This is an optimization exercise on Yosys and OpenROAD, whose aim is small area and a short achievable clock period, not a production implementation. Only simulation tests tie the RTL to the original design; equivalence was not proved. No activity file was given, so power comes from the tool's default toggle rates.

--- config.mk ---
export PLATFORM = sky130hd
export DESIGN_NAME = dadda_16_pipelined
export DESIGN_NICKNAME = dadda_16_pipelined
export VERILOG_FILES = /design/flow/design.v
export SDC_FILE = /design/flow/constraint.sdc
export NUM_CORES = 4
export LEC_CHECK = 0
export CAP_MARGIN = 20
export CORE_MARGIN = 2
export CORE_UTILIZATION = 40
export SLEW_MARGIN = 20
export SYNTH_HIERARCHICAL = 1
export SYNTH_MINIMUM_KEEP_SIZE = 0
--- constraint.sdc ---
create_clock -name core_clock -period 9.0 [get_ports {clk}]
set_input_delay 1.8000 -clock core_clock [delete_from_list [all_inputs] [get_ports {clk}]]
set_output_delay 1.8000 -clock core_clock [all_outputs]
set_load 0.01 [all_outputs]
--- design.v ---
module HA(a, b, Sum, Cout);
input a, b;  
output Sum, Cout;  
assign Sum = a ^ b; 
assign Cout = a & b; 
endmodule
module HA_n(na, nb, nSum, nCout);
input na, nb;
output nSum, nCout;
gate_xnor2 x (.a(na), .b(nb), .y(nSum));
gate_or2   o (.a(na), .b(nb), .y(nCout));
endmodule
module gate_xnor2(a, b, y);
input a, b;
output y;
assign y = ~(a ^ b);
endmodule
module gate_or2(a, b, y);
input a, b;
output y;
assign y = a | b;
endmodule
module csa_dadda(A,B,Cin,Y,Cout);
input A,B,Cin;
output Y,Cout;
assign Y = A^B^Cin;
assign Cout = (A&B)|(A&Cin)|(B&Cin);
endmodule
module adder_lo(a, b, s, co);
    input [13:0] a, b;
    output [13:0] s;
    output co;
    wire [13:0] p = a ^ b;
    wire [13:0] g = a & b;
    wire G0 = g[0] | (p[0] & 1'b1);
    wire G1 = g[2] | (p[2] & g[1]);
    wire P1 = p[2] & p[1];
    wire G2 = g[4] | (p[4] & g[3]);
    wire P2 = p[4] & p[3];
    wire G3 = g[6] | (p[6] & g[5]);
    wire P3 = p[6] & p[5];
    wire G4 = g[8] | (p[8] & g[7]);
    wire P4 = p[8] & p[7];
    wire G5 = g[10] | (p[10] & g[9]);
    wire P5 = p[10] & p[9];
    wire G6 = g[12] | (p[12] & g[11]);
    wire P6 = p[12] & p[11];
    wire G7 = G1 | (P1 & G0);
    wire G8 = G3 | (P3 & G2);
    wire P8 = P3 & P2;
    wire G9 = G5 | (P5 & G4);
    wire P9 = P5 & P4;
    wire G10 = G8 | (P8 & G7);
    wire G11 = G9 | (P9 & G10);
    wire G12 = G2 | (P2 & G7);
    wire G13 = G4 | (P4 & G10);
    wire G14 = G6 | (P6 & G11);
    wire G15 = g[1] | (p[1] & G0);
    wire G16 = g[3] | (p[3] & G7);
    wire G17 = g[5] | (p[5] & G12);
    wire G18 = g[7] | (p[7] & G10);
    wire G19 = g[9] | (p[9] & G13);
    wire G20 = g[11] | (p[11] & G11);
    wire G21 = g[13] | (p[13] & G14);
    assign s[0] = p[0] ^ 1'b1;
    assign s[1] = p[1] ^ G0;
    assign s[2] = p[2] ^ G15;
    assign s[3] = p[3] ^ G7;
    assign s[4] = p[4] ^ G16;
    assign s[5] = p[5] ^ G12;
    assign s[6] = p[6] ^ G17;
    assign s[7] = p[7] ^ G10;
    assign s[8] = p[8] ^ G18;
    assign s[9] = p[9] ^ G13;
    assign s[10] = p[10] ^ G19;
    assign s[11] = p[11] ^ G11;
    assign s[12] = p[12] ^ G20;
    assign s[13] = p[13] ^ G14;
    assign co = G21;
endmodule
module adder_hi(a, b, ci, s);
    input [17:0] a, b;
    input ci;
    output [17:0] s;
    wire [17:0] p = a ^ b;
    wire [17:0] g = a & b;
    wire G0 = g[0] | (p[0] & ci);
    wire G1 = g[2] | (p[2] & g[1]);
    wire P1 = p[2] & p[1];
    wire G2 = g[4] | (p[4] & g[3]);
    wire P2 = p[4] & p[3];
    wire G3 = g[6] | (p[6] & g[5]);
    wire P3 = p[6] & p[5];
    wire G4 = g[8] | (p[8] & g[7]);
    wire P4 = p[8] & p[7];
    wire G5 = g[10] | (p[10] & g[9]);
    wire P5 = p[10] & p[9];
    wire G6 = g[12] | (p[12] & g[11]);
    wire P6 = p[12] & p[11];
    wire G7 = g[14] | (p[14] & g[13]);
    wire P7 = p[14] & p[13];
    wire G8 = g[16] | (p[16] & g[15]);
    wire P8 = p[16] & p[15];
    wire G9 = G1 | (P1 & G0);
    wire G10 = G3 | (P3 & G2);
    wire P10 = P3 & P2;
    wire G11 = G5 | (P5 & G4);
    wire P11 = P5 & P4;
    wire G12 = G7 | (P7 & G6);
    wire P12 = P7 & P6;
    wire G13 = G10 | (P10 & G9);
    wire G14 = G12 | (P12 & G11);
    wire P14 = P12 & P11;
    wire G15 = G14 | (P14 & G13);
    wire G16 = G11 | (P11 & G13);
    wire G17 = G2 | (P2 & G9);
    wire G18 = G4 | (P4 & G13);
    wire G19 = G6 | (P6 & G16);
    wire G20 = G8 | (P8 & G15);
    wire G21 = g[1] | (p[1] & G0);
    wire G22 = g[3] | (p[3] & G9);
    wire G23 = g[5] | (p[5] & G17);
    wire G24 = g[7] | (p[7] & G13);
    wire G25 = g[9] | (p[9] & G18);
    wire G26 = g[11] | (p[11] & G16);
    wire G27 = g[13] | (p[13] & G19);
    wire G28 = g[15] | (p[15] & G15);
    wire G29 = g[17] | (p[17] & G20);
    assign s[0] = p[0] ^ ci;
    assign s[1] = p[1] ^ G0;
    assign s[2] = p[2] ^ G21;
    assign s[3] = p[3] ^ G9;
    assign s[4] = p[4] ^ G22;
    assign s[5] = p[5] ^ G17;
    assign s[6] = p[6] ^ G23;
    assign s[7] = p[7] ^ G13;
    assign s[8] = p[8] ^ G24;
    assign s[9] = p[9] ^ G18;
    assign s[10] = p[10] ^ G25;
    assign s[11] = p[11] ^ G16;
    assign s[12] = p[12] ^ G26;
    assign s[13] = p[13] ^ G19;
    assign s[14] = p[14] ^ G27;
    assign s[15] = p[15] ^ G15;
    assign s[16] = p[16] ^ G28;
    assign s[17] = p[17] ^ G20;
endmodule
module dadda_16_pipelined(clk, rst, A, B, Y_reg);
    input clk, rst;
    input [15:0] A;
    input [15:0] B;
    output reg [31:0] Y_reg;
    reg [15:0] a1, a2, a3, a4, a5;
    reg [15:0] b1, b2, b3, b4, b5;
    always @(posedge clk) begin
        a1 <= A; a2 <= a1; a3 <= a2; a4 <= a3; a5 <= a4;
        b1 <= B; b2 <= b1; b3 <= b2; b4 <= b3; b5 <= b4;
    end
    reg [2:0] hold;
    always @(posedge clk) begin
        if (!rst) hold <= 3'd7;
        else if (hold != 3'd0) hold <= hold - 3'd1;
    end
    wire ok = rst & (hold == 3'd0);
    wire [255:0] npp;
    genvar i, j;
    generate
        for (i = 0; i < 16; i = i + 1) begin : g_i
            for (j = 0; j < 16; j = j + 1) begin : g_j
                assign npp[i*16+j] = ~(a5[j] & b5[i]);
            end
        end
    endgenerate
    wire n0, n1, n2, n3, n4, n5, n6, n7, n8, n9, n10, n11, n12, n13, n14, n15;
    wire n16, n17, n18, n19, n20, n21, n22, n23, n24, n25, n26, n27, n28, n29, n30, n31;
    wire n32, n33, n34, n35, n36, n37, n38, n39, n40, n41, n42, n43, n44, n45, n46, n47;
    wire n48, n49, n50, n51, n52, n53, n54, n55, n56, n57, n58, n59, n60, n61, n62, n63;
    wire n64, n65, n66, n67, n68, n69, n70, n71, n72, n73, n74, n75, n76, n77, n78, n79;
    wire n80, n81, n82, n83, n84, n85, n86, n87, n88, n89, n90, n91, n92, n93, n94, n95;
    wire n96, n97, n98, n99, n100, n101, n102, n103, n104, n105, n106, n107, n108, n109, n110, n111;
    wire n112, n113, n114, n115, n116, n117, n118, n119, n120, n121, n122, n123, n124, n125, n126, n127;
    wire n128, n129, n130, n131, n132, n133, n134, n135, n136, n137, n138, n139, n140, n141, n142, n143;
    wire n144, n145, n146, n147, n148, n149, n150, n151, n152, n153, n154, n155, n156, n157, n158, n159;
    wire n160, n161, n162, n163, n164, n165, n166, n167, n168, n169, n170, n171, n172, n173, n174, n175;
    wire n176, n177, n178, n179, n180, n181, n182, n183, n184, n185, n186, n187, n188, n189, n190, n191;
    wire n192, n193, n194, n195, n196, n197, n198, n199, n200, n201, n202, n203, n204, n205, n206, n207;
    wire n208, n209, n210, n211, n212, n213, n214, n215, n216, n217, n218, n219, n220, n221, n222, n223;
    wire n224, n225, n226, n227, n228, n229, n230, n231, n232, n233, n234, n235, n236, n237, n238, n239;
    wire n240, n241, n242, n243, n244, n245, n246, n247, n248, n249, n250, n251, n252, n253, n254, n255;
    wire n256, n257, n258, n259, n260, n261, n262, n263, n264, n265, n266, n267, n268, n269, n270, n271;
    wire n272, n273, n274, n275, n276, n277, n278, n279, n280, n281, n282, n283, n284, n285, n286, n287;
    wire n288, n289, n290, n291, n292, n293, n294, n295, n296, n297, n298, n299, n300, n301, n302, n303;
    wire n304, n305, n306, n307, n308, n309, n310, n311, n312, n313, n314, n315, n316, n317, n318, n319;
    wire n320, n321, n322, n323, n324, n325, n326, n327, n328, n329, n330, n331, n332, n333, n334, n335;
    wire n336, n337, n338, n339, n340, n341, n342, n343, n344, n345, n346, n347, n348, n349, n350, n351;
    wire n352, n353, n354, n355, n356, n357, n358, n359, n360, n361, n362, n363, n364, n365, n366, n367;
    wire n368, n369, n370, n371, n372, n373, n374, n375, n376, n377, n378, n379, n380, n381, n382, n383;
    wire n384, n385, n386, n387, n388, n389, n390, n391, n392, n393, n394, n395, n396, n397, n398, n399;
    wire n400, n401, n402, n403, n404, n405, n406, n407, n408, n409, n410, n411, n412, n413, n414, n415;
    wire n416, n417, n418, n419;
    HA_n ha0 (.na(npp[13]), .nb(npp[28]), .nSum(n0), .nCout(n1));
    csa_dadda fa0 (.A(npp[14]), .B(npp[29]), .Cin(npp[44]), .Y(n2), .Cout(n3));
    HA_n ha1 (.na(npp[59]), .nb(npp[74]), .nSum(n4), .nCout(n5));
    csa_dadda fa1 (.A(npp[15]), .B(npp[30]), .Cin(npp[45]), .Y(n6), .Cout(n7));
    csa_dadda fa2 (.A(npp[60]), .B(npp[75]), .Cin(npp[90]), .Y(n8), .Cout(n9));
    HA_n ha2 (.na(npp[105]), .nb(npp[120]), .nSum(n10), .nCout(n11));
    csa_dadda fa3 (.A(npp[31]), .B(npp[46]), .Cin(npp[61]), .Y(n12), .Cout(n13));
    csa_dadda fa4 (.A(npp[76]), .B(npp[91]), .Cin(npp[106]), .Y(n14), .Cout(n15));
    HA_n ha3 (.na(npp[121]), .nb(npp[136]), .nSum(n16), .nCout(n17));
    csa_dadda fa5 (.A(npp[47]), .B(npp[62]), .Cin(npp[77]), .Y(n18), .Cout(n19));
    csa_dadda fa6 (.A(npp[92]), .B(npp[107]), .Cin(npp[122]), .Y(n20), .Cout(n21));
    csa_dadda fa7 (.A(npp[63]), .B(npp[78]), .Cin(npp[93]), .Y(n22), .Cout(n23));
    HA_n ha4 (.na(npp[9]), .nb(npp[24]), .nSum(n24), .nCout(n25));
    csa_dadda fa8 (.A(npp[10]), .B(npp[25]), .Cin(npp[40]), .Y(n26), .Cout(n27));
    HA_n ha5 (.na(npp[55]), .nb(npp[70]), .nSum(n28), .nCout(n29));
    csa_dadda fa9 (.A(npp[11]), .B(npp[26]), .Cin(npp[41]), .Y(n30), .Cout(n31));
    csa_dadda fa10 (.A(npp[56]), .B(npp[71]), .Cin(npp[86]), .Y(n32), .Cout(n33));
    HA_n ha6 (.na(npp[101]), .nb(npp[116]), .nSum(n34), .nCout(n35));
    csa_dadda fa11 (.A(npp[12]), .B(npp[27]), .Cin(npp[42]), .Y(n36), .Cout(n37));
    csa_dadda fa12 (.A(npp[57]), .B(npp[72]), .Cin(npp[87]), .Y(n38), .Cout(n39));
    csa_dadda fa13 (.A(npp[102]), .B(npp[117]), .Cin(npp[132]), .Y(n40), .Cout(n41));
    HA_n ha7 (.na(npp[147]), .nb(npp[162]), .nSum(n42), .nCout(n43));
    csa_dadda fa14 (.A(npp[43]), .B(npp[58]), .Cin(npp[73]), .Y(n44), .Cout(n45));
    csa_dadda fa15 (.A(npp[88]), .B(npp[103]), .Cin(npp[118]), .Y(n46), .Cout(n47));
    csa_dadda fa16 (.A(npp[133]), .B(npp[148]), .Cin(npp[163]), .Y(n48), .Cout(n49));
    csa_dadda fa17 (.A(npp[178]), .B(npp[193]), .Cin(npp[208]), .Y(n50), .Cout(n51));
    csa_dadda fa18 (.A(npp[89]), .B(npp[104]), .Cin(npp[119]), .Y(n52), .Cout(n53));
    csa_dadda fa19 (.A(npp[134]), .B(npp[149]), .Cin(npp[164]), .Y(n54), .Cout(n55));
    csa_dadda fa20 (.A(npp[179]), .B(npp[194]), .Cin(npp[209]), .Y(n56), .Cout(n57));
    csa_dadda fa21 (.A(npp[224]), .B(n2), .Cin(n4), .Y(n58), .Cout(n59));
    csa_dadda fa22 (.A(npp[135]), .B(npp[150]), .Cin(npp[165]), .Y(n60), .Cout(n61));
    csa_dadda fa23 (.A(npp[180]), .B(npp[195]), .Cin(npp[210]), .Y(n62), .Cout(n63));
    csa_dadda fa24 (.A(npp[225]), .B(npp[240]), .Cin(n6), .Y(n64), .Cout(n65));
    csa_dadda fa25 (.A(n8), .B(n10), .Cin(n3), .Y(n66), .Cout(n67));
    csa_dadda fa26 (.A(npp[151]), .B(npp[166]), .Cin(npp[181]), .Y(n68), .Cout(n69));
    csa_dadda fa27 (.A(npp[196]), .B(npp[211]), .Cin(npp[226]), .Y(n70), .Cout(n71));
    csa_dadda fa28 (.A(npp[241]), .B(n12), .Cin(n14), .Y(n72), .Cout(n73));
    csa_dadda fa29 (.A(n16), .B(n7), .Cin(n9), .Y(n74), .Cout(n75));
    csa_dadda fa30 (.A(npp[137]), .B(npp[152]), .Cin(npp[167]), .Y(n76), .Cout(n77));
    csa_dadda fa31 (.A(npp[182]), .B(npp[197]), .Cin(npp[212]), .Y(n78), .Cout(n79));
    csa_dadda fa32 (.A(npp[227]), .B(npp[242]), .Cin(n18), .Y(n80), .Cout(n81));
    csa_dadda fa33 (.A(n20), .B(n13), .Cin(n15), .Y(n82), .Cout(n83));
    csa_dadda fa34 (.A(npp[108]), .B(npp[123]), .Cin(npp[138]), .Y(n84), .Cout(n85));
    csa_dadda fa35 (.A(npp[153]), .B(npp[168]), .Cin(npp[183]), .Y(n86), .Cout(n87));
    csa_dadda fa36 (.A(npp[198]), .B(npp[213]), .Cin(npp[228]), .Y(n88), .Cout(n89));
    csa_dadda fa37 (.A(npp[243]), .B(n22), .Cin(n19), .Y(n90), .Cout(n91));
    csa_dadda fa38 (.A(npp[79]), .B(npp[94]), .Cin(npp[109]), .Y(n92), .Cout(n93));
    csa_dadda fa39 (.A(npp[124]), .B(npp[139]), .Cin(npp[154]), .Y(n94), .Cout(n95));
    csa_dadda fa40 (.A(npp[169]), .B(npp[184]), .Cin(npp[199]), .Y(n96), .Cout(n97));
    csa_dadda fa41 (.A(npp[214]), .B(npp[229]), .Cin(npp[244]), .Y(n98), .Cout(n99));
    csa_dadda fa42 (.A(npp[95]), .B(npp[110]), .Cin(npp[125]), .Y(n100), .Cout(n101));
    csa_dadda fa43 (.A(npp[140]), .B(npp[155]), .Cin(npp[170]), .Y(n102), .Cout(n103));
    csa_dadda fa44 (.A(npp[185]), .B(npp[200]), .Cin(npp[215]), .Y(n104), .Cout(n105));
    csa_dadda fa45 (.A(npp[111]), .B(npp[126]), .Cin(npp[141]), .Y(n106), .Cout(n107));
    csa_dadda fa46 (.A(npp[156]), .B(npp[171]), .Cin(npp[186]), .Y(n108), .Cout(n109));
    csa_dadda fa47 (.A(npp[127]), .B(npp[142]), .Cin(npp[157]), .Y(n110), .Cout(n111));
    HA_n ha8 (.na(npp[6]), .nb(npp[21]), .nSum(n112), .nCout(n113));
    csa_dadda fa48 (.A(npp[7]), .B(npp[22]), .Cin(npp[37]), .Y(n114), .Cout(n115));
    HA_n ha9 (.na(npp[52]), .nb(npp[67]), .nSum(n116), .nCout(n117));
    csa_dadda fa49 (.A(npp[8]), .B(npp[23]), .Cin(npp[38]), .Y(n118), .Cout(n119));
    csa_dadda fa50 (.A(npp[53]), .B(npp[68]), .Cin(npp[83]), .Y(n120), .Cout(n121));
    HA_n ha10 (.na(npp[98]), .nb(npp[113]), .nSum(n122), .nCout(n123));
    csa_dadda fa51 (.A(npp[39]), .B(npp[54]), .Cin(npp[69]), .Y(n124), .Cout(n125));
    csa_dadda fa52 (.A(npp[84]), .B(npp[99]), .Cin(npp[114]), .Y(n126), .Cout(n127));
    csa_dadda fa53 (.A(npp[129]), .B(npp[144]), .Cin(n24), .Y(n128), .Cout(n129));
    csa_dadda fa54 (.A(npp[85]), .B(npp[100]), .Cin(npp[115]), .Y(n130), .Cout(n131));
    csa_dadda fa55 (.A(npp[130]), .B(npp[145]), .Cin(npp[160]), .Y(n132), .Cout(n133));
    csa_dadda fa56 (.A(n26), .B(n28), .Cin(n25), .Y(n134), .Cout(n135));
    csa_dadda fa57 (.A(npp[131]), .B(npp[146]), .Cin(npp[161]), .Y(n136), .Cout(n137));
    csa_dadda fa58 (.A(npp[176]), .B(n30), .Cin(n32), .Y(n138), .Cout(n139));
    csa_dadda fa59 (.A(n34), .B(n27), .Cin(n29), .Y(n140), .Cout(n141));
    csa_dadda fa60 (.A(npp[177]), .B(npp[192]), .Cin(n36), .Y(n142), .Cout(n143));
    csa_dadda fa61 (.A(n38), .B(n40), .Cin(n42), .Y(n144), .Cout(n145));
    csa_dadda fa62 (.A(n31), .B(n33), .Cin(n35), .Y(n146), .Cout(n147));
    csa_dadda fa63 (.A(n0), .B(n44), .Cin(n46), .Y(n148), .Cout(n149));
    csa_dadda fa64 (.A(n48), .B(n50), .Cin(n37), .Y(n150), .Cout(n151));
    csa_dadda fa65 (.A(n39), .B(n41), .Cin(n43), .Y(n152), .Cout(n153));
    csa_dadda fa66 (.A(n1), .B(n52), .Cin(n54), .Y(n154), .Cout(n155));
    csa_dadda fa67 (.A(n56), .B(n58), .Cin(n45), .Y(n156), .Cout(n157));
    csa_dadda fa68 (.A(n47), .B(n49), .Cin(n51), .Y(n158), .Cout(n159));
    csa_dadda fa69 (.A(n5), .B(n60), .Cin(n62), .Y(n160), .Cout(n161));
    csa_dadda fa70 (.A(n64), .B(n66), .Cin(n53), .Y(n162), .Cout(n163));
    csa_dadda fa71 (.A(n55), .B(n57), .Cin(n59), .Y(n164), .Cout(n165));
    csa_dadda fa72 (.A(n11), .B(n68), .Cin(n70), .Y(n166), .Cout(n167));
    csa_dadda fa73 (.A(n72), .B(n74), .Cin(n61), .Y(n168), .Cout(n169));
    csa_dadda fa74 (.A(n63), .B(n65), .Cin(n67), .Y(n170), .Cout(n171));
    csa_dadda fa75 (.A(n17), .B(n76), .Cin(n78), .Y(n172), .Cout(n173));
    csa_dadda fa76 (.A(n80), .B(n82), .Cin(n69), .Y(n174), .Cout(n175));
    csa_dadda fa77 (.A(n71), .B(n73), .Cin(n75), .Y(n176), .Cout(n177));
    csa_dadda fa78 (.A(n21), .B(n84), .Cin(n86), .Y(n178), .Cout(n179));
    csa_dadda fa79 (.A(n88), .B(n90), .Cin(n77), .Y(n180), .Cout(n181));
    csa_dadda fa80 (.A(n79), .B(n81), .Cin(n83), .Y(n182), .Cout(n183));
    csa_dadda fa81 (.A(n23), .B(n92), .Cin(n94), .Y(n184), .Cout(n185));
    csa_dadda fa82 (.A(n96), .B(n98), .Cin(n85), .Y(n186), .Cout(n187));
    csa_dadda fa83 (.A(n87), .B(n89), .Cin(n91), .Y(n188), .Cout(n189));
    csa_dadda fa84 (.A(npp[230]), .B(npp[245]), .Cin(n100), .Y(n190), .Cout(n191));
    csa_dadda fa85 (.A(n102), .B(n104), .Cin(n93), .Y(n192), .Cout(n193));
    csa_dadda fa86 (.A(n95), .B(n97), .Cin(n99), .Y(n194), .Cout(n195));
    csa_dadda fa87 (.A(npp[201]), .B(npp[216]), .Cin(npp[231]), .Y(n196), .Cout(n197));
    csa_dadda fa88 (.A(npp[246]), .B(n106), .Cin(n108), .Y(n198), .Cout(n199));
    csa_dadda fa89 (.A(n101), .B(n103), .Cin(n105), .Y(n200), .Cout(n201));
    csa_dadda fa90 (.A(npp[172]), .B(npp[187]), .Cin(npp[202]), .Y(n202), .Cout(n203));
    csa_dadda fa91 (.A(npp[217]), .B(npp[232]), .Cin(npp[247]), .Y(n204), .Cout(n205));
    csa_dadda fa92 (.A(n110), .B(n107), .Cin(n109), .Y(n206), .Cout(n207));
    csa_dadda fa93 (.A(npp[143]), .B(npp[158]), .Cin(npp[173]), .Y(n208), .Cout(n209));
    csa_dadda fa94 (.A(npp[188]), .B(npp[203]), .Cin(npp[218]), .Y(n210), .Cout(n211));
    csa_dadda fa95 (.A(npp[233]), .B(npp[248]), .Cin(n111), .Y(n212), .Cout(n213));
    csa_dadda fa96 (.A(npp[159]), .B(npp[174]), .Cin(npp[189]), .Y(n214), .Cout(n215));
    csa_dadda fa97 (.A(npp[204]), .B(npp[219]), .Cin(npp[234]), .Y(n216), .Cout(n217));
    csa_dadda fa98 (.A(npp[175]), .B(npp[190]), .Cin(npp[205]), .Y(n218), .Cout(n219));
    HA_n ha11 (.na(npp[4]), .nb(npp[19]), .nSum(n220), .nCout(n221));
    csa_dadda fa99 (.A(npp[5]), .B(npp[20]), .Cin(npp[35]), .Y(n222), .Cout(n223));
    HA_n ha12 (.na(npp[50]), .nb(npp[65]), .nSum(n224), .nCout(n225));
    csa_dadda fa100 (.A(npp[36]), .B(npp[51]), .Cin(npp[66]), .Y(n226), .Cout(n227));
    csa_dadda fa101 (.A(npp[81]), .B(npp[96]), .Cin(n112), .Y(n228), .Cout(n229));
    csa_dadda fa102 (.A(npp[82]), .B(npp[97]), .Cin(npp[112]), .Y(n230), .Cout(n231));
    csa_dadda fa103 (.A(n114), .B(n116), .Cin(n113), .Y(n232), .Cout(n233));
    csa_dadda fa104 (.A(npp[128]), .B(n118), .Cin(n120), .Y(n234), .Cout(n235));
    csa_dadda fa105 (.A(n122), .B(n115), .Cin(n117), .Y(n236), .Cout(n237));
    csa_dadda fa106 (.A(n124), .B(n126), .Cin(n128), .Y(n238), .Cout(n239));
    csa_dadda fa107 (.A(n119), .B(n121), .Cin(n123), .Y(n240), .Cout(n241));
    csa_dadda fa108 (.A(n130), .B(n132), .Cin(n134), .Y(n242), .Cout(n243));
    csa_dadda fa109 (.A(n125), .B(n127), .Cin(n129), .Y(n244), .Cout(n245));
    csa_dadda fa110 (.A(n136), .B(n138), .Cin(n140), .Y(n246), .Cout(n247));
    csa_dadda fa111 (.A(n131), .B(n133), .Cin(n135), .Y(n248), .Cout(n249));
    csa_dadda fa112 (.A(n142), .B(n144), .Cin(n146), .Y(n250), .Cout(n251));
    csa_dadda fa113 (.A(n137), .B(n139), .Cin(n141), .Y(n252), .Cout(n253));
    csa_dadda fa114 (.A(n148), .B(n150), .Cin(n152), .Y(n254), .Cout(n255));
    csa_dadda fa115 (.A(n143), .B(n145), .Cin(n147), .Y(n256), .Cout(n257));
    csa_dadda fa116 (.A(n154), .B(n156), .Cin(n158), .Y(n258), .Cout(n259));
    csa_dadda fa117 (.A(n149), .B(n151), .Cin(n153), .Y(n260), .Cout(n261));
    csa_dadda fa118 (.A(n160), .B(n162), .Cin(n164), .Y(n262), .Cout(n263));
    csa_dadda fa119 (.A(n155), .B(n157), .Cin(n159), .Y(n264), .Cout(n265));
    csa_dadda fa120 (.A(n166), .B(n168), .Cin(n170), .Y(n266), .Cout(n267));
    csa_dadda fa121 (.A(n161), .B(n163), .Cin(n165), .Y(n268), .Cout(n269));
    csa_dadda fa122 (.A(n172), .B(n174), .Cin(n176), .Y(n270), .Cout(n271));
    csa_dadda fa123 (.A(n167), .B(n169), .Cin(n171), .Y(n272), .Cout(n273));
    csa_dadda fa124 (.A(n178), .B(n180), .Cin(n182), .Y(n274), .Cout(n275));
    csa_dadda fa125 (.A(n173), .B(n175), .Cin(n177), .Y(n276), .Cout(n277));
    csa_dadda fa126 (.A(n184), .B(n186), .Cin(n188), .Y(n278), .Cout(n279));
    csa_dadda fa127 (.A(n179), .B(n181), .Cin(n183), .Y(n280), .Cout(n281));
    csa_dadda fa128 (.A(n190), .B(n192), .Cin(n194), .Y(n282), .Cout(n283));
    csa_dadda fa129 (.A(n185), .B(n187), .Cin(n189), .Y(n284), .Cout(n285));
    csa_dadda fa130 (.A(n196), .B(n198), .Cin(n200), .Y(n286), .Cout(n287));
    csa_dadda fa131 (.A(n191), .B(n193), .Cin(n195), .Y(n288), .Cout(n289));
    csa_dadda fa132 (.A(n202), .B(n204), .Cin(n206), .Y(n290), .Cout(n291));
    csa_dadda fa133 (.A(n197), .B(n199), .Cin(n201), .Y(n292), .Cout(n293));
    csa_dadda fa134 (.A(n208), .B(n210), .Cin(n212), .Y(n294), .Cout(n295));
    csa_dadda fa135 (.A(n203), .B(n205), .Cin(n207), .Y(n296), .Cout(n297));
    csa_dadda fa136 (.A(npp[249]), .B(n214), .Cin(n216), .Y(n298), .Cout(n299));
    csa_dadda fa137 (.A(n209), .B(n211), .Cin(n213), .Y(n300), .Cout(n301));
    csa_dadda fa138 (.A(npp[220]), .B(npp[235]), .Cin(npp[250]), .Y(n302), .Cout(n303));
    csa_dadda fa139 (.A(n218), .B(n215), .Cin(n217), .Y(n304), .Cout(n305));
    csa_dadda fa140 (.A(npp[191]), .B(npp[206]), .Cin(npp[221]), .Y(n306), .Cout(n307));
    csa_dadda fa141 (.A(npp[236]), .B(npp[251]), .Cin(n219), .Y(n308), .Cout(n309));
    csa_dadda fa142 (.A(npp[207]), .B(npp[222]), .Cin(npp[237]), .Y(n310), .Cout(n311));
    reg [112:0] m1;
    always @(posedge clk) m1 <= {npp[255], npp[254], npp[239], n311, npp[253], npp[238], npp[223], n309, n307, n310, npp[252], n305, n303, n308, n306, n301, n299, n304, n302, n297, n295, n300, n298, n293, n291, n296, n294, n289, n287, n292, n290, n285, n283, n288, n286, n281, n279, n284, n282, n277, n275, n280, n278, n273, n271, n276, n274, n269, n267, n272, n270, n265, n263, n268, n266, n261, n259, n264, n262, n257, n255, n260, n258, n253, n251, n256, n254, n249, n247, n252, n250, n245, n243, n248, n246, n241, n239, n244, n242, n237, n235, n240, n238, n233, n231, n236, n234, n229, n227, n232, n230, n225, n223, n228, n226, n221, n224, n222, npp[80], n220, npp[64], npp[49], npp[34], npp[48], npp[33], npp[18], npp[3], npp[32], npp[17], npp[2], npp[16], npp[1], npp[0]};
    HA_n ha13 (.na(m1[6]), .nb(m1[7]), .nSum(n312), .nCout(n313));
    csa_dadda fa143 (.A(m1[10]), .B(m1[11]), .Cin(m1[12]), .Y(n314), .Cout(n315));
    csa_dadda fa144 (.A(m1[14]), .B(m1[15]), .Cin(m1[16]), .Y(n316), .Cout(n317));
    csa_dadda fa145 (.A(m1[18]), .B(m1[19]), .Cin(m1[20]), .Y(n318), .Cout(n319));
    csa_dadda fa146 (.A(m1[22]), .B(m1[23]), .Cin(m1[24]), .Y(n320), .Cout(n321));
    csa_dadda fa147 (.A(m1[26]), .B(m1[27]), .Cin(m1[28]), .Y(n322), .Cout(n323));
    csa_dadda fa148 (.A(m1[30]), .B(m1[31]), .Cin(m1[32]), .Y(n324), .Cout(n325));
    csa_dadda fa149 (.A(m1[34]), .B(m1[35]), .Cin(m1[36]), .Y(n326), .Cout(n327));
    csa_dadda fa150 (.A(m1[38]), .B(m1[39]), .Cin(m1[40]), .Y(n328), .Cout(n329));
    csa_dadda fa151 (.A(m1[42]), .B(m1[43]), .Cin(m1[44]), .Y(n330), .Cout(n331));
    csa_dadda fa152 (.A(m1[46]), .B(m1[47]), .Cin(m1[48]), .Y(n332), .Cout(n333));
    csa_dadda fa153 (.A(m1[50]), .B(m1[51]), .Cin(m1[52]), .Y(n334), .Cout(n335));
    csa_dadda fa154 (.A(m1[54]), .B(m1[55]), .Cin(m1[56]), .Y(n336), .Cout(n337));
    csa_dadda fa155 (.A(m1[58]), .B(m1[59]), .Cin(m1[60]), .Y(n338), .Cout(n339));
    csa_dadda fa156 (.A(m1[62]), .B(m1[63]), .Cin(m1[64]), .Y(n340), .Cout(n341));
    csa_dadda fa157 (.A(m1[66]), .B(m1[67]), .Cin(m1[68]), .Y(n342), .Cout(n343));
    csa_dadda fa158 (.A(m1[70]), .B(m1[71]), .Cin(m1[72]), .Y(n344), .Cout(n345));
    csa_dadda fa159 (.A(m1[74]), .B(m1[75]), .Cin(m1[76]), .Y(n346), .Cout(n347));
    csa_dadda fa160 (.A(m1[78]), .B(m1[79]), .Cin(m1[80]), .Y(n348), .Cout(n349));
    csa_dadda fa161 (.A(m1[82]), .B(m1[83]), .Cin(m1[84]), .Y(n350), .Cout(n351));
    csa_dadda fa162 (.A(m1[86]), .B(m1[87]), .Cin(m1[88]), .Y(n352), .Cout(n353));
    csa_dadda fa163 (.A(m1[90]), .B(m1[91]), .Cin(m1[92]), .Y(n354), .Cout(n355));
    csa_dadda fa164 (.A(m1[94]), .B(m1[95]), .Cin(m1[96]), .Y(n356), .Cout(n357));
    csa_dadda fa165 (.A(m1[98]), .B(m1[99]), .Cin(m1[100]), .Y(n358), .Cout(n359));
    csa_dadda fa166 (.A(m1[102]), .B(m1[103]), .Cin(m1[104]), .Y(n360), .Cout(n361));
    csa_dadda fa167 (.A(m1[106]), .B(m1[107]), .Cin(m1[108]), .Y(n362), .Cout(n363));
    HA_n ha14 (.na(m1[3]), .nb(m1[4]), .nSum(n364), .nCout(n365));
    csa_dadda fa168 (.A(m1[8]), .B(m1[9]), .Cin(n312), .Y(n366), .Cout(n367));
    csa_dadda fa169 (.A(m1[13]), .B(n314), .Cin(n313), .Y(n368), .Cout(n369));
    csa_dadda fa170 (.A(m1[17]), .B(n316), .Cin(n315), .Y(n370), .Cout(n371));
    csa_dadda fa171 (.A(m1[21]), .B(n318), .Cin(n317), .Y(n372), .Cout(n373));
    csa_dadda fa172 (.A(m1[25]), .B(n320), .Cin(n319), .Y(n374), .Cout(n375));
    csa_dadda fa173 (.A(m1[29]), .B(n322), .Cin(n321), .Y(n376), .Cout(n377));
    csa_dadda fa174 (.A(m1[33]), .B(n324), .Cin(n323), .Y(n378), .Cout(n379));
    csa_dadda fa175 (.A(m1[37]), .B(n326), .Cin(n325), .Y(n380), .Cout(n381));
    csa_dadda fa176 (.A(m1[41]), .B(n328), .Cin(n327), .Y(n382), .Cout(n383));
    csa_dadda fa177 (.A(m1[45]), .B(n330), .Cin(n329), .Y(n384), .Cout(n385));
    csa_dadda fa178 (.A(m1[49]), .B(n332), .Cin(n331), .Y(n386), .Cout(n387));
    csa_dadda fa179 (.A(m1[53]), .B(n334), .Cin(n333), .Y(n388), .Cout(n389));
    csa_dadda fa180 (.A(m1[57]), .B(n336), .Cin(n335), .Y(n390), .Cout(n391));
    csa_dadda fa181 (.A(m1[61]), .B(n338), .Cin(n337), .Y(n392), .Cout(n393));
    csa_dadda fa182 (.A(m1[65]), .B(n340), .Cin(n339), .Y(n394), .Cout(n395));
    csa_dadda fa183 (.A(m1[69]), .B(n342), .Cin(n341), .Y(n396), .Cout(n397));
    csa_dadda fa184 (.A(m1[73]), .B(n344), .Cin(n343), .Y(n398), .Cout(n399));
    csa_dadda fa185 (.A(m1[77]), .B(n346), .Cin(n345), .Y(n400), .Cout(n401));
    csa_dadda fa186 (.A(m1[81]), .B(n348), .Cin(n347), .Y(n402), .Cout(n403));
    csa_dadda fa187 (.A(m1[85]), .B(n350), .Cin(n349), .Y(n404), .Cout(n405));
    csa_dadda fa188 (.A(m1[89]), .B(n352), .Cin(n351), .Y(n406), .Cout(n407));
    csa_dadda fa189 (.A(m1[93]), .B(n354), .Cin(n353), .Y(n408), .Cout(n409));
    csa_dadda fa190 (.A(m1[97]), .B(n356), .Cin(n355), .Y(n410), .Cout(n411));
    csa_dadda fa191 (.A(m1[101]), .B(n358), .Cin(n357), .Y(n412), .Cout(n413));
    csa_dadda fa192 (.A(m1[105]), .B(n360), .Cin(n359), .Y(n414), .Cout(n415));
    csa_dadda fa193 (.A(m1[109]), .B(n362), .Cin(n361), .Y(n416), .Cout(n417));
    csa_dadda fa194 (.A(m1[110]), .B(m1[111]), .Cin(n363), .Y(n418), .Cout(n419));
    wire [31:0] nr0 = {1'b1, m1[112], n418, n416, n414, n412, n410, n408, n406, n404, n402, n400, n398, n396, n394, n392, n390, n388, n386, n384, n382, n380, n378, n376, n374, n372, n370, n368, n366, m1[5], m1[1], m1[0]};
    wire [31:0] nr1 = {1'b1, n419, n417, n415, n413, n411, n409, n407, n405, n403, n401, n399, n397, n395, n393, n391, n389, n387, n385, n383, n381, n379, n377, n375, n373, n371, n369, n367, n365, n364, m1[2], 1'b1};
    wire [13:0] nlo;
    wire c_lo;
    adder_lo add_lo (.a(nr0[13:0]), .b(nr1[13:0]), .s(nlo), .co(c_lo));
    reg [13:0] nlo_q;
    reg c_lo_q;
    reg [17:0] nr0_q, nr1_q;
    always @(posedge clk) begin
        nlo_q <= nlo;
        c_lo_q <= c_lo;
        nr0_q <= nr0[31:14];
        nr1_q <= nr1[31:14];
    end
    wire [17:0] nhi;
    adder_hi add_hi (.a(nr0_q), .b(nr1_q), .ci(c_lo_q), .s(nhi));
    always @(posedge clk) Y_reg <= ok ? ~{nhi, nlo_q} : 32'd0;
endmodule
--- flow/run.sh ---
#!/bin/bash
set -euo pipefail
cd "$(dirname "${BASH_SOURCE[0]}")/.."
bash standard.sh SETUP_SLACK_MARGIN=6.2 \
  "BUFFER_PORTS_ARGS=-buffer_cell sky130_fd_sc_hd__buf_1" finish > flow_make.log 2>&1
--- standard.sh ---
#!/bin/bash
# synth_recipe.tcl (not shown) runs the flow's synth.tcl, then flattens the netlist and writes it again
# the make line also repeats each setting of config.mk as NAME=value (left out here)
make -C /OpenROAD-flow-scripts/flow DESIGN_CONFIG=/design/flow/config.mk WORK_HOME=/design/flow/orfs CLKGATE_MAP_FILE= SYNTH_SCRIPT=/design/flow/synth_recipe.tcl "${@:-finish}"
==> results of run 1 <==
[Yosys stat by module, one instance, submodules excluded, excerpt]
module / flops+latches / cells
adder_lo: 0 / 70
csa_dadda: 0 / 1
gate_xnor2: 0 / 1
gate_or2: 0 / 1
dadda_16_pipelined: 357 / 727
adder_hi: 0 / 86
[Yosys cell counts (6+ instances only)]
master / number / area share [%]
ha_1: 31 / 2.7
nor2_1: 6 / 0.16
clkbuf_2: 10 / 0.35
nand2_1: 264 / 7.0
or2_1: 15 / 0.66
xor2_1: 7 / 0.43
buf_2: 32 / 1.1
a21oi_1: 12 / 0.42
nand2b_1: 7 / 0.31
xnor2_1: 25 / 1.5
dfxtp_1: 357 / 50
nor2_2: 27 / 1.2
fa_1: 211 / 30
clkbuf_1: 22 / 0.58
inv_1: 35 / 0.92
o21ai_0: 6 / 0.21
[cell usage in the layout (no fill, tap or decap), types with 5 or more instances in the layout]
master,synthesis,final
clkinv_2,0,6
or2_1,15,15
ha_4,0,5
fa_1,211,210
xor2_1,7,7
dfxtp_4,0,14
nor2_1,6,6
dfxtp_1,357,330
nand2_1,264,264
nand2b_1,7,7
ha_1,31,26
o21ai_2,2,5
buf_1,0,34
clkbuf_16,0,39
a21oi_1,12,10
inv_1,35,34
nor2_2,27,27
clkbuf_2,10,18
buf_2,32,12
buf_4,0,13
bufinv_16,0,8
xnor2_1,25,25
dfxtp_2,0,13
[worst max-delay path: stages, from the launching register on]
cell      delay [ps]
dfxtp_2          320
fa_1             540
fa_1             460
ha_4             310
o211ai_1         100
a21oi_2          200
o21ai_1          100
and2_4           150
fa_2             520
inv_2             30
[report_power, final]
group / internal, mW / leakage [nW] / switching [mW] / total, mW
logic: 0.707 / 2.80 / 0.793 / 1.50
clock network: 1.05 / 0.666 / 0.623 / 1.67
registers: 1.87 / 3.00 / 0.164 / 2.03
total: 3.62 / 6.46 / 1.58 / 5.20
[metrics by stage]
stage	total power, mW	cells	util, %	hold slack, ps
2_1_floorplan	3.10	1110	-	310
3_3_place_gp	3.45	1569	41.8	310
3_5_place_dp	3.50	1569	41.8	312
4_1_cts	5.26	1636	46.1	321
5_1_grt	5.61	1648	46.5	327
6_report	5.20	1648	46.5	319
[final timing paths]
path / startpoint / slack (ps) / cells past startpoint / end
min: a2[7] / 320 / 0 / a3[7]
max: m1[10] / 6180 / 9 / nlo_q[9]
max reg2reg: m1[10] / 6180 / 9 / nlo_q[9]
min reg2reg: a2[7] / 320 / 0 / a3[7]
[kinds of logic (layout without fill, tap and decap cells)]
group / Yosys count / after routing
flip-flops: 357 / 357
adder cells (fa/ha/maj): 242 / 242
AO/OA/AOI/OAI: 42 / 42
multiplexers: 2 / 2
AND/OR/NAND/NOR: 330 / 330
other: 1 / 3
XOR/XNOR: 32 / 32
buffers and inverters: 102 / 179
[routing by layer]
metal	up-vias	wire, um
li1	3458	-
met1	3666	11000
met2	254	12000
met3	52	2080
met4	0	797
met5	-	0
[what timing repair did]
| item | 4_1_cts | 5_1_grt |
|---|---|---|
| pin swaps | 14 | 3 |
| endpoints found under the setup margin | 43 | 44 |
| gates resized for setup | 50 | 42 |
| setup buffers | 1 | 12 |
[area by class of cell]
class / instances / share of cell area, %
clock inverter: 20 / 2.04
tap: 461 / 3.51
clock buffer: 46 / 6.28
timing repair buffer: 78 / 2.35
sequential: 357 / 43.9
multi-input combinational: 651 / 41.1
inverter: 35 / 0.800
==> reports/metrics.cfg, run 1 <==
[layout]
final_nets = 1437
largest_register_ffs = 113
stdcell_area_sq_um = 16400
post_synthesis_to_final_layout_area_growth_pct = 15.3
layout.area.seq_sq_um = 7220
nFillCells = 3103
multiInputGateArea_sq_um = 6750
share_of_post_route_cells_with_drive_strength_above_1_pct = 15.9
antenna_cells = 0

[synth]
post_synthesis_instance_total = 1108
synthesis.area_sq_um = 14200
share_of_synthesized_cell_area_in_and_or_nand_and_nor_gates_pct = 10.0
synth_fa_ha_area_share_pct = 32.4
yosys_warnings = 7
synth.avg_cell_area_sq_um = 12.9
ff_latch_count_synth = 357
postSynth.asyncResetShare_pct = 0
post_synth_num_cell_types = 45
seq_area_frac_synth_pct = 50.2
most_used_flip_flop_cell_after_synthesis = dfxtp_1
synth_top_family_by_area = adder cells
compound_gate_portion_of_the_synthesized_area_pct = 2.05
synth-xor-area-share_pct = 1.97
synth_enable_flop_cells = 0
muxShareOfSynthArea_pct = 0.176

[cts]
numClockSinks = 357
cts_hold_buffers = 0
h-tree-depth = 2
tritoncts.num_buffers = 38
worstSkewPairLatency_ps = 530
clock_tree.root_cell = clkbuf_16
cts_tree = done
clock_tree.buffer_depth = 3
clk_pin_slew_worst_paths_ps = 60

[placement]
place.port_buffers = 65
place_area_sq_um = 14700
gp_congestion = 0.907
preCtsSetupSlack_ps = 5900
dp.final_hpwl_mm = 18.0

[route]
initialDrtViolationCount = 360
ant_nets = 0
detail_route.wirelength_mm = 25.9
vias_per_cell = 4.51
drt-wirelength-per-cell_um = 15.7
drc = 0
detailroute.via_count = 7430
drt_pass1_iterations = 5

[power_and_ir_drop]
cellLeakagePower_nw = 6.46
power_per_cell_area_nw_per_um2 = 317
peak_vdd_ir_mv = 0.155

[sta]
rsz0062_at_grt = true
max_freq_mhz = 354
timing_hold_violations_final = 0
slew_at_the_pin_closest_to_its_max_slew_limit_ps = 826
setup_ws_ps = 6180
layout_worst_path_cycle_share_pct = 31.4
post-route-min-period_ps = 2820
timing_max_transition_violations_final = 0
fin_skew_ps = 21.2
finalSetupViolations = 0
fin_tns_setup_ps = 0
relSlewSlack_pct = 44.9

[setup_path]
critical_path.max_fanout = 3
crit_path_end_kind = register
cp.arrival_ps = 3240
timing.critical_path.from_type = register
worstPathRequired_ps = 9420
timing.setup.critical_path_class = reg -> reg

[flow_run]
max_cap_violations = 0

[grt]
groute.layer.met1.usage_pct = 18.8
largest_net_degree_at_the_start_of_global_routing = 33
grt_pass1_wl_mm = 41.3
globalRouteMet2Util_pct = 23.2
grt-ovfl-total = 0
gr-usage-met3_pct = 3.51
via_count_of_the_first_global_routing_pass = 7836
antenna_found_initial = 0
gr-max-usage-layer = met2
grt.total_usage_pct = 14.5

[status]
outcome = complete, no violations

[die]
design.core.area_sq_um = 35300
floorplan.die.width_um = 193
floorplan.initialDensity_pct = 40.3
ioPinCount = 66
die_h_um = 193
fp.dieArea_sq_um = 37100
placementRows = 69

[worst_hold_path]
worstHoldPathType = reg -> reg

==> run 2: changes to the inputs <==
--- a/config.mk
+++ b/config.mk
@@ -10,2 +10,5 @@
 export CORE_UTILIZATION = 40
+export CTS_BUF_LIST = sky130_fd_sc_hd__clkbuf_8 sky130_fd_sc_hd__clkbuf_16
+export CTS_CLUSTER_DIAMETER = 100
+export CTS_CLUSTER_SIZE = 18
 export SLEW_MARGIN = 20
==> run 2 against run 1 <==
- non-clock buffer count fell by 1
- critical path depth did not move
- fmax rose by 0.20%
- first-iteration DRC count rose by 3.6%
==> reports/metrics.cfg, run 2 <==
[setup_path]
worstPathRequired_ps = 9440
timing.setup.critical_path_class = reg -> reg
timing.critical_path.from_type = register
crit_path_end_kind = register
cp.arrival_ps = 3250
critical_path.max_fanout = 3

[route]
detailroute.via_count = 7290
ant_nets = 0
initialDrtViolationCount = 373
vias_per_cell = 4.54
drt_pass1_iterations = 5
drc = 0
detail_route.wirelength_mm = 25.2
drt-wirelength-per-cell_um = 15.7

[cts]
clock_tree.root_cell = clkbuf_16
numClockSinks = 357
tritoncts.num_buffers = 23
cts_tree = done
clk_pin_slew_worst_paths_ps = 80
worstSkewPairLatency_ps = 540
h-tree-depth = 1
clock_tree.buffer_depth = 3

[power_and_ir_drop]
power_per_cell_area_nw_per_um2 = 286
power.share.combinational_pct = 33.6
proportion_of_total_power_due_to_net_switching_pct = 32.6
p_int_mw = 3.03
power.net_switching_mw = 1.46
seqPwrFrac_pct = 45.1
cellLeakagePower_nw = 6.12
fin_total_pwr_mw = 4.50
portion_of_total_power_attributed_to_the_clock_network_pct = 21.3
peak_vdd_ir_mv = 0.155

[synth]
synth.avg_cell_area_sq_um = 12.9
postSynth.asyncResetShare_pct = 0
yosys_warnings = 7
synth_top_area_share_pct = 50.2
post_synth_num_cell_types = 45
synthDominantAreaCellType = dfxtp_1
most_used_flip_flop_cell_after_synthesis = dfxtp_1
synthesis.area_sq_um = 14200
seq_area_frac_synth_pct = 50.2
synth.area.top_cells = dfxtp_1 (50%), fa_1 (30%), nand2_1 (7.0%)
synth_enable_flop_cells = 0
post_synthesis_instance_total = 1108
post-synth-top-count-cell = dfxtp_1
most_numerous_cell_types_in_the_synthesized_netlist = dfxtp_1 (357), nand2_1 (264), fa_1 (211), inv_1 (35), buf_2 (32)
ff_latch_count_synth = 357

[die]
die_h_um = 193
ioPinCount = 66
floorplan.initialDensity_pct = 40.3
floorplan.die.width_um = 193
placementRows = 69
design.core.area_sq_um = 35300
fp.dieArea_sq_um = 37100

[sta]
relSlewSlack_pct = 43.3
layout_worst_path_cycle_share_pct = 31.3
fin_tns_setup_ps = 0
timing_max_transition_violations_final = 0
post-route-min-period_ps = 2820
slew_at_the_pin_closest_to_its_max_slew_limit_ps = 849
rsz0062_at_grt = true
timing_hold_violations_final = 0
max_freq_mhz = 355
fin_skew_ps = 23.2
finalSetupViolations = 0

[placement]
dp.final_hpwl_mm = 18.0
gp_congestion = 0.907
place.port_buffers = 65

[layout]
largest_register_ffs = 113
post_synthesis_to_final_layout_area_growth_pct = 10.5
final_nets = 1421
antenna_cells = 0
share_of_post_route_cells_with_drive_strength_above_1_pct = 13.9
most-common-layout-cells = dfxtp_1 (322), nand2_1 (264), fa_1 (210)
final_util_pct = 44.6
final_common_cell = dfxtp_1

[status]
outcome = complete, no violations

[flow_run]
max_cap_violations = 0

[grt]
grt.total_usage_pct = 14.0
grt_pass1_wl_mm = 40.3
largest_net_degree_at_the_start_of_global_routing = 33
grt-ovfl-total = 0
via_count_of_the_first_global_routing_pass = 7686
antenna_found_initial = 0

[worst_hold_path]
worstHoldPathType = reg -> reg

run 2: repair_timing:
action                                  in CTS  in global routing
pin swaps                                   14                  5
endpoints found under the setup margin      59                 47
resized for setup                           73                 41
hold buffers                                 0                  0
buffers inserted                             1                 11
run 2: worst max-delay path, stage by stage, from the launching register on:
cell	delay (ps)
dfxtp_2	320
fa_1	540
fa_1	460
ha_4	310
o211ai_1	100
a21oi_2	200
o21ai_1	100
and2_4	150
fa_2	520
inv_2	30
run 2: power by group through the flow:
stage | clock (mW) | sequential, mW | combinational (mW)
finish | 0.959 | 2.03 | 1.51
global route | 1.05 | 2.06 | 1.77
CTS | 0.999 | 2.04 | 1.49
detailed placement | 0 | 2.07 | 1.43
global placement | 0 | 2.07 | 1.39
floorplan | 0 | 2.00 | 1.10
run 2: area by class of cell:
class	count	area, sq um
Tap cell	461	577
Clock buffer	23	576
Timing Repair Buffer	77	443
Sequential cell	357	7230
Fill cell	3165	19600
Clock inverter	2	25.0
Multi-Input combinational cell	651	6760
Inverter	35	131
run 2: stage by stage:
stage | instances | cell area (sq um) | hold slack [ps] | setup WS, ps
finish | 1606 | 15700 | 321 | 6180
global route | 1606 | 15700 | 325 | 6100
CTS | 1595 | 15500 | 321 | 6180
detailed placement | 1569 | 14700 | 312 | 5900
global placement | 1569 | 14700 | 310 | 5950
floorplan | 1110 | 14300 | 310 | 6200
run 2: final timing paths:
path / slack (ps) / depth (start not counted) / from / end
max: 6180 / 9 / m1[10] / nlo_q[9]
min: 320 / 0 / b4[2] / b5[2]
max reg2reg: 6180 / 9 / m1[10] / nlo_q[9]
min reg2reg: 320 / 0 / b4[2] / b5[2]
run 2: kinds of logic (layout without fill, tap and decap cells):
group | after synthesis | count (layout) | share of synthesized area (%)
other | 1 | 3 | 0.0263
AOI/OAI and AO/OA | 42 | 42 | 2.05
DFF | 357 | 357 | 50.2
xor gates and xnor gates | 32 | 32 | 1.97
buffers and inverters | 102 | 137 | 3.22
and+or+nand+nor | 330 | 330 | 10.0
muxes | 2 | 2 | 0.176
adders and majority gates | 242 | 242 | 32.4
run 2: per-module statistics from Yosys, one instance, submodules excluded, a selection:
module / cells / flip-flops and latches / copies in the design / cell area, sq um
csa_dadda: 1 / 0 / 195 / 20.0
adder_hi: 86 / 0 / 1 / 761
adder_lo: 70 / 0 / 1 / 581
gate_or2: 1 / 0 / 15 / 6.26
dadda_16_pipelined: 727 / 357 / 1 / 8770
gate_xnor2: 1 / 0 / 15 / 8.76
run 2: metal layers:
layer  track usage (%)  share of wire (%)  vias up
met5                 0                  0        -
met4              4.73                3.3        0
met3              2.91                6.4       48
met2              23.0                 46      233
met1              18.5                 44     3614
li1                  -                  -     3395

[what the ideal ports hide]
Ports are ideal in the flow. The routed layouts listed here were re-timed in OpenROAD. Step 1: set_driving_cell puts a clkbuf_16 on clk and a buf_2 on each other input, an assumption about the parent block. Step 2 moves the port delays by t, midway between the first and last clock arrival at a register: inputs arrive t later, outputs are due t later. That takes back most of the time a late clock gives input paths. a / b / c = ideal ports / drivers / drivers and shift; a / b = the first two.
run	t, ns	setup WS [ns]	pins driven straight from the clock port
run 1	0.576	6.177 / 6.177 / 6.074	1
run 2	0.584	6.182 / 6.182 / 6.078	1
After both steps setup and hold are still met in every run listed. For run 2, which loses most, drivers alone change the setup slack by 0.000 ns; drivers and shift together by -0.104 ns.
